Context: an optimization exercise on an open-source flow, tuned for small area. The choices shown serve that exercise and are no tape-out recipe.
The RTL was checked by simulation tests, not by an equivalence proof against the original design.

`design.v`:
```
module alu(
    input[31:0] in1,
    input[31:0] in2,
    input[3:0] alu_control,
    output reg [31:0] out,
    output reg zero_flag);
    always@(*)begin
        case(alu_control)
            4'b0000: out = in1 & in2;
            4'b0001: out = in1 | in2;
            4'b0010: out = in1 + in2;
            4'b0011: out = in1 << in2;
            4'b0100: out = in1 - in2;
            4'b0101: out = in1 >> in2;
            4'b0110: out = in1 * in2;
            4'b0111: out  = in1 ^ in2;
            4'b1000: begin
                if(in1 < in2) out = 1;
                else out = 0;
            end
            default: out = 32'b0;
        endcase
        if(out == 0) zero_flag = 1'b1;
        else zero_flag = 1'b0;
    end
endmodule
module decode(
    input [6:0] func7,
    input [2:0] func3,
    input [6:0] opcode,
    output reg [3:0] alu_control,
    output reg write_en);
    always @(*) begin
        alu_control = 4'b0010;
        write_en = 0;
        if (opcode == 7'b0110011) begin  
            write_en = 1;
            case (func3)
                3'b000: begin
                    if(func7 == 0) alu_control = 4'b0010;  
                    else if (func7 == 32) alu_control = 4'b0100;  
                    else write_en = 0;  
                end
                3'b001: alu_control = 4'b0011;  
                3'b010: alu_control = 4'b0110;  
                3'b100: alu_control = 4'b0111;  
                3'b101: alu_control = 4'b0101;  
                3'b110: alu_control = 4'b0001;  
                3'b111: alu_control = 4'b0000;  
                default: write_en = 0;  
            endcase
        end
    end
endmodule
module execute(
    input [4:0] rs1,
    input [4:0] rs2,
    input [4:0] rd,
    input [3:0] alu_control,
    input write_en,
    input clk,
    input reset,
    output [31:0] rd_data,
    output zero_flag);
    wire [31:0] rs1_data;
    wire [31:0] rs2_data;
    reg [31:0] reg_file [31:0];  
    integer i;
    assign rs1_data = reg_file[rs1];
    assign rs2_data = reg_file[rs2];
    always @(posedge clk) begin
        if (reset) begin
            for (i=0; i<32; i = i+1) begin
                reg_file[i] <= i;
            end
        end
        else if(write_en) begin
            reg_file[rd] <= rd_data;
        end
    end
    alu alu_unit(.in1 (rs1_data), .in2(rs2_data), .alu_control (alu_control),
                 .out (rd_data), .zero_flag (zero_flag));
endmodule
module processor(
    input clk,
    input reset,
    input [31:0] instr,
    output reg [31:0] result,
    output reg zero_flag);
    wire [3:0] alu_control;
    wire write_en;
    wire [31:0] alu_out;
    wire alu_zero;
    wire [6:0] func7;
    wire [2:0] func3;
    wire [6:0] opcode;
    wire [4:0] rs1;
    wire [4:0] rs2;
    wire [4:0] rd;
    assign func7 = instr[31:25];
    assign func3 = instr[14:12];
    assign opcode = instr[6:0];
    assign rs1 = instr[19:15];
    assign rs2 = instr[24:20];
    assign rd = instr[11:7];
    decode decode_unit(.func7 (func7), .func3 (func3), .opcode (opcode),
                       .alu_control (alu_control), .write_en(write_en));
    execute execute_unit(.rs1 (rs1), .rs2 (rs2), .rd (rd), .alu_control (alu_control),
                         .write_en (write_en), .clk (clk), .reset (reset),
                         .rd_data (alu_out), .zero_flag (alu_zero));
    always @(posedge clk) begin
        if (reset) begin
            result <= 32'b0;
            zero_flag <= 1'b1;
        end
        else if (write_en) begin
            result <= alu_out;
            zero_flag <= alu_zero;
        end
    end
endmodule
```
`run.sh`:
```
#!/bin/bash
# synth_recipe.tcl (not shown) runs the flow's synth.tcl, then flattens the netlist and writes it again
# the make line also repeats each setting of config.mk as NAME=value (left out here)
make -C /OpenROAD-flow-scripts/flow DESIGN_CONFIG=/design/flow/config.mk WORK_HOME=/design/flow/orfs CLKGATE_MAP_FILE= SYNTH_SCRIPT=/design/flow/synth_recipe.tcl finish
```
`config.mk`:
```
export PLATFORM = sky130hd
export DESIGN_NAME = processor
export DESIGN_NICKNAME = processor
export VERILOG_FILES = /design/flow/design.v
export SDC_FILE = /design/flow/constraint.sdc
export NUM_CORES = 4
export LEC_CHECK = 0
export CAP_MARGIN = 20
export CORE_MARGIN = 2
export CORE_UTILIZATION = 40
export SETUP_SLACK_MARGIN = 0.3
export SLEW_MARGIN = 20
```
`constraint.sdc`:
```
create_clock -name core_clock -period 13.0 [get_ports {clk}]
set_input_delay 2.6000 -clock core_clock [delete_from_list [all_inputs] [get_ports {clk}]]
set_output_delay 2.6000 -clock core_clock [all_outputs]
set_load 0.01 [all_outputs]
```
==> Flow_metrics.wiki <==
{| class="wikitable"
! Metric !! Value
|-
| # clock sinks || 1,057
|-
| Cell types with the highest counts after synthesis || nor2_1 (1,450), edfxtp_1 (1,024), mux2i_1 (630)
|-
| Setup TNS || 0 ns
|-
| Hold_sp || result[11]
|-
| Overflow after GRT || 0
|-
| Ratio of cells with drive above 1 in the final layout || 15.5%
|-
| Simple-gate area share of the yosys netlist || 13.3%
|-
| Sequential share of the synthesized area || 40.4%
|-
| Setup slack on the worst flop-to-flop path || 2.98 ns
|-
| Worst Hold Margin || 0.497 ns
|-
| Amount of wire on met3 after detailed routing || 47,700 µm
|-
| Count of warnings emitted by yosys || 4
|-
| Launching point of the worst reg2reg path || execute_unit.reg_file[11][5]
|-
| Number of hold violations in the final report || 0
|-
| Post-route setup slack || 0.902 ns
|-
| Synthesized area per cell || 10.9 µm²
|-
| Share of the synthesized netlist area taken by xor and xnor gates || 1.45%
|-
| Multiplexer share of the synthesized area || 16.7%
|-
| Period utilisation layout || 93.1%
|-
| Number of antenna violations at the first check in global routing || 11
|-
| Core region area || 193,000 µm²
|-
| Yosys top cell area share || 39.6%
|-
| Maximum clock frequency || 82.7 MHz
|-
| Vias/cell || 6.45
|-
| Routed length on met1 || 129,000 µm
|-
| CTS tree || yes
|-
| HPWL after detailed placement || 241,000 µm
|-
| Layout net count || 7,860
|-
| Number of levels in the clock H-tree || 3
|-
| Number of global-route vias before repair || 62,361
|-
| Register clock-pin slew on the reported worst setup and hold paths || 0.06 ns
|-
| Path category of the worst min-delay check || flop to flop
|-
| Vias after detailed routing || 63,346
|-
| Worst path required time || 13.67 ns
|-
| Master cell of the clock root buffer || clkbuf_16
|-
| Top delay family on crit path || adder cells
|-
| Insertion delay of the later-clocked pin in the worst-skew pair || 0.75 ns
|-
| # resized after CTS || 0
|-
| Cell taking the most area after synthesis || edfxtp_1
|-
| Post-layout instance area || 87,000 µm²
|-
| Minimum clock period || 12.10 ns
|-
| Worst setup path category || primary input to flop
|-
| Area Growth Syn to Fin || 11.9%
|-
| Cts-stage hold buffer count || 0
|-
| Adder and majority cell fraction of the synthesized area || 14.1%
|-
| Postcts setup bufs || 0
|-
| Final Slew Violations || 0
|-
| Horizontal die dimension || 445 µm
|-
| Most area-consuming cells after synthesis || edfxtp_1 (40%), fa_1 (11%), mux2i_1 (8.1%)
|-
| Standard cell area after detailed placement || 83,600 µm²
|-
| Final routed wirelength across all metal layers || 343,000 µm
|-
| Worst path bufs/invs || 12
|-
| Slew margin rel. || 13.8%
|-
| Antenna Nets Post-Route || 0
|-
| Peak per-stage delay on the critical path || 0.86 ns
|-
| Count of max-cap constraint violations || 0
|-
| Post-synth EDFFs || 1,024
|-
| Top layer in use || met5
|-
| Row cnt || 161
|-
| Maximum number of pins on one net before global-route repair || 66
|-
| Status || finished clean
|-
| Most common cell in the synthesized netlist || nor2_1
|-
| Cell variety after synth || 105
|-
| Worst clock skew || 0.0376 ns
|-
| Endpoints failing setup || 0
|-
| Launch point of the worst path || instr[18]
|-
| Top flip-flop cell by instance count after synthesis || edfxtp_1
|-
| First-pass GRT wire length || 478,000 µm
|-
| Setup repair after global routing missed its margin || false
|-
| Initial core utilization || 40.3%
|-
| Worst setup slack after placement || 0.327 ns
|-
| PortBufs || 66
|-
| Net count after synthesis || 7,809
|-
| Capturing element type of the critical path || flop
|-
| Main combinational cell family by area after synthesis || multiplexers
|-
| Compound-Gate Fraction of Synth Area || 7.78%
|-
| Final weighted congestion in routability-driven placement || 1.05
|-
| Floorplan die height || 445 µm
|-
| TritonRoute pass-1 iters || 9
|-
| Seq cells post-synth || 1,057
|-
| Arrival time reported for the critical path endpoint || 12.77 ns
|-
| Die ar. || 198,000 µm²
|-
| Number of buffers created by CTS || 104
|-
| Summed instance area of the synthesized netlist || 77,700 µm²
|-
| Number of fill cells || 17,732
|-
| Crit-path slowest cell || clkdlybuf4s50_1
|-
| Maximum fanout along the worst path || 16
|-
| Buffer depth of the longest clock path || 3
|-
| Routed wire length per instance || 34.9 µm
|-
| Async set-reset flop share out of synthesis || 0%
|-
| DRC violation count after routing || 0
|-
| Met2 routed WL || 143,000 µm
|-
| Violation count after the first detailed-routing iteration || 10,252
|-
| GR Util All Layers || 34.1%
|-
| Cell count after synthesis || 7,147
|-
| Slew @ Worst Pin || 1.28 ns
|-
| Number of placed I/O pins || 67
|-
| Startpoint type of the worst setup path || primary input
|}
per-stage QoR:
step	util, %	cells
6_report	45.1	9822
5_1_grt	45.1	9816
4_1_cts	45.1	9814
3_5_place_dp	43.4	9618
3_3_place_gp	43.4	9617
2_1_floorplan	-	7147
cell type report:
class	count	area, µm²	area share [%]
antenna	8	20.0	0.0230
sequential	1057	31400	36.1
tap	2526	3160	3.63
clock buffer	137	2820	3.24
timing repair buffer	565	5100	5.86
inverter	523	1970	2.26
clock inverter	59	566	0.650
multi-input combinational	4947	42000	48.2
worst paths after layout:
check,end,depth (start not counted)
min,result[11],2
max,zero_flag,39
min reg2reg,result[11],2
max reg2reg,zero_flag,35
logic make-up (layout without fill, tap and decap cells):
| logic type | count (synthesis) | in the layout |
|---|---|---|
| AO/OA/AOI/OAI | 857 | 857 |
| XOR/XNOR | 127 | 127 |
| adder cells (fa/ha/maj) | 628 | 628 |
| buffers and inverters | 1143 | 1284 |
| flip-flops | 1057 | 1057 |
| multiplexers | 939 | 939 |
| other | 0 | 8 |
| AND/OR/NAND/NOR | 2396 | 2396 |
state kept, by name, indices dropped and copies added, names as in the netlist:
signal	cells
result	32
zero_flag	1
execute_unit.reg_file	1024
placed cells by master, fill, tap and decap left out, types with 55 or more instances in the layout:
| cell | count |
|---|---|
| edfxtp_1 | 1024 |
| buf_12 | 55 |
| nor3_1 | 61 |
| buf_4 | 445 |
| a211oi_1 | 56 |
| fa_1 | 409 |
| inv_1 | 505 |
| mux4_2 | 279 |
| xnor2_1 | 111 |
| a22oi_1 | 284 |
| o21ai_0 | 116 |
| ha_1 | 219 |
| a21oi_1 | 113 |
| clkdlybuf4s50_1 | 56 |
| nand3_1 | 167 |
| mux2i_1 | 629 |
| nand2_1 | 396 |
| clkbuf_16 | 107 |
| nor2_1 | 1442 |
routing by layer:
| metal | track usage, % | vias up |
|---|---|---|
| met5 | 0 | - |
| met3 | 9.13 | 959 |
| met4 | 17.8 | 6 |
| met1 | 46.9 | 31890 |
| met2 | 49.2 | 5095 |
| li1 | - | 25396 |
worst min-delay path, stage by stage (launching register included):
cell	delay [ns]
dfxtp_1	0.31
nor2_1	0.10
nor3_1	0.05

## port drivers added, routing unchanged
In the flow no input, the clock included, has a driving cell. The finished layout below was timed again as built, in two steps.
Step 1 sets driving cells, clkbuf_16 on the clock port and buf_2 on the other inputs (assumed; they add their load-dependent delay and slew).
Step 2, shift: input delay + t, output delay - t, t = (earliest + latest rising clock arrival at the registers) / 2. This alone moves slack from input paths to output paths.
a / b / c = ideal ports / drivers / drivers and shift; a / b = the first two.
shift t [ns]: 0.828
slack for setup (ns): 0.902 / 0.900 / 0.072
hold slack, ns: 0.497 / 0.497 / 0.497
cell pins on the clock port's net: 1
After both steps this run still meets setup and hold. The setup slack of this run moves by -0.002 ns with the drivers and by -0.830 ns with both steps.
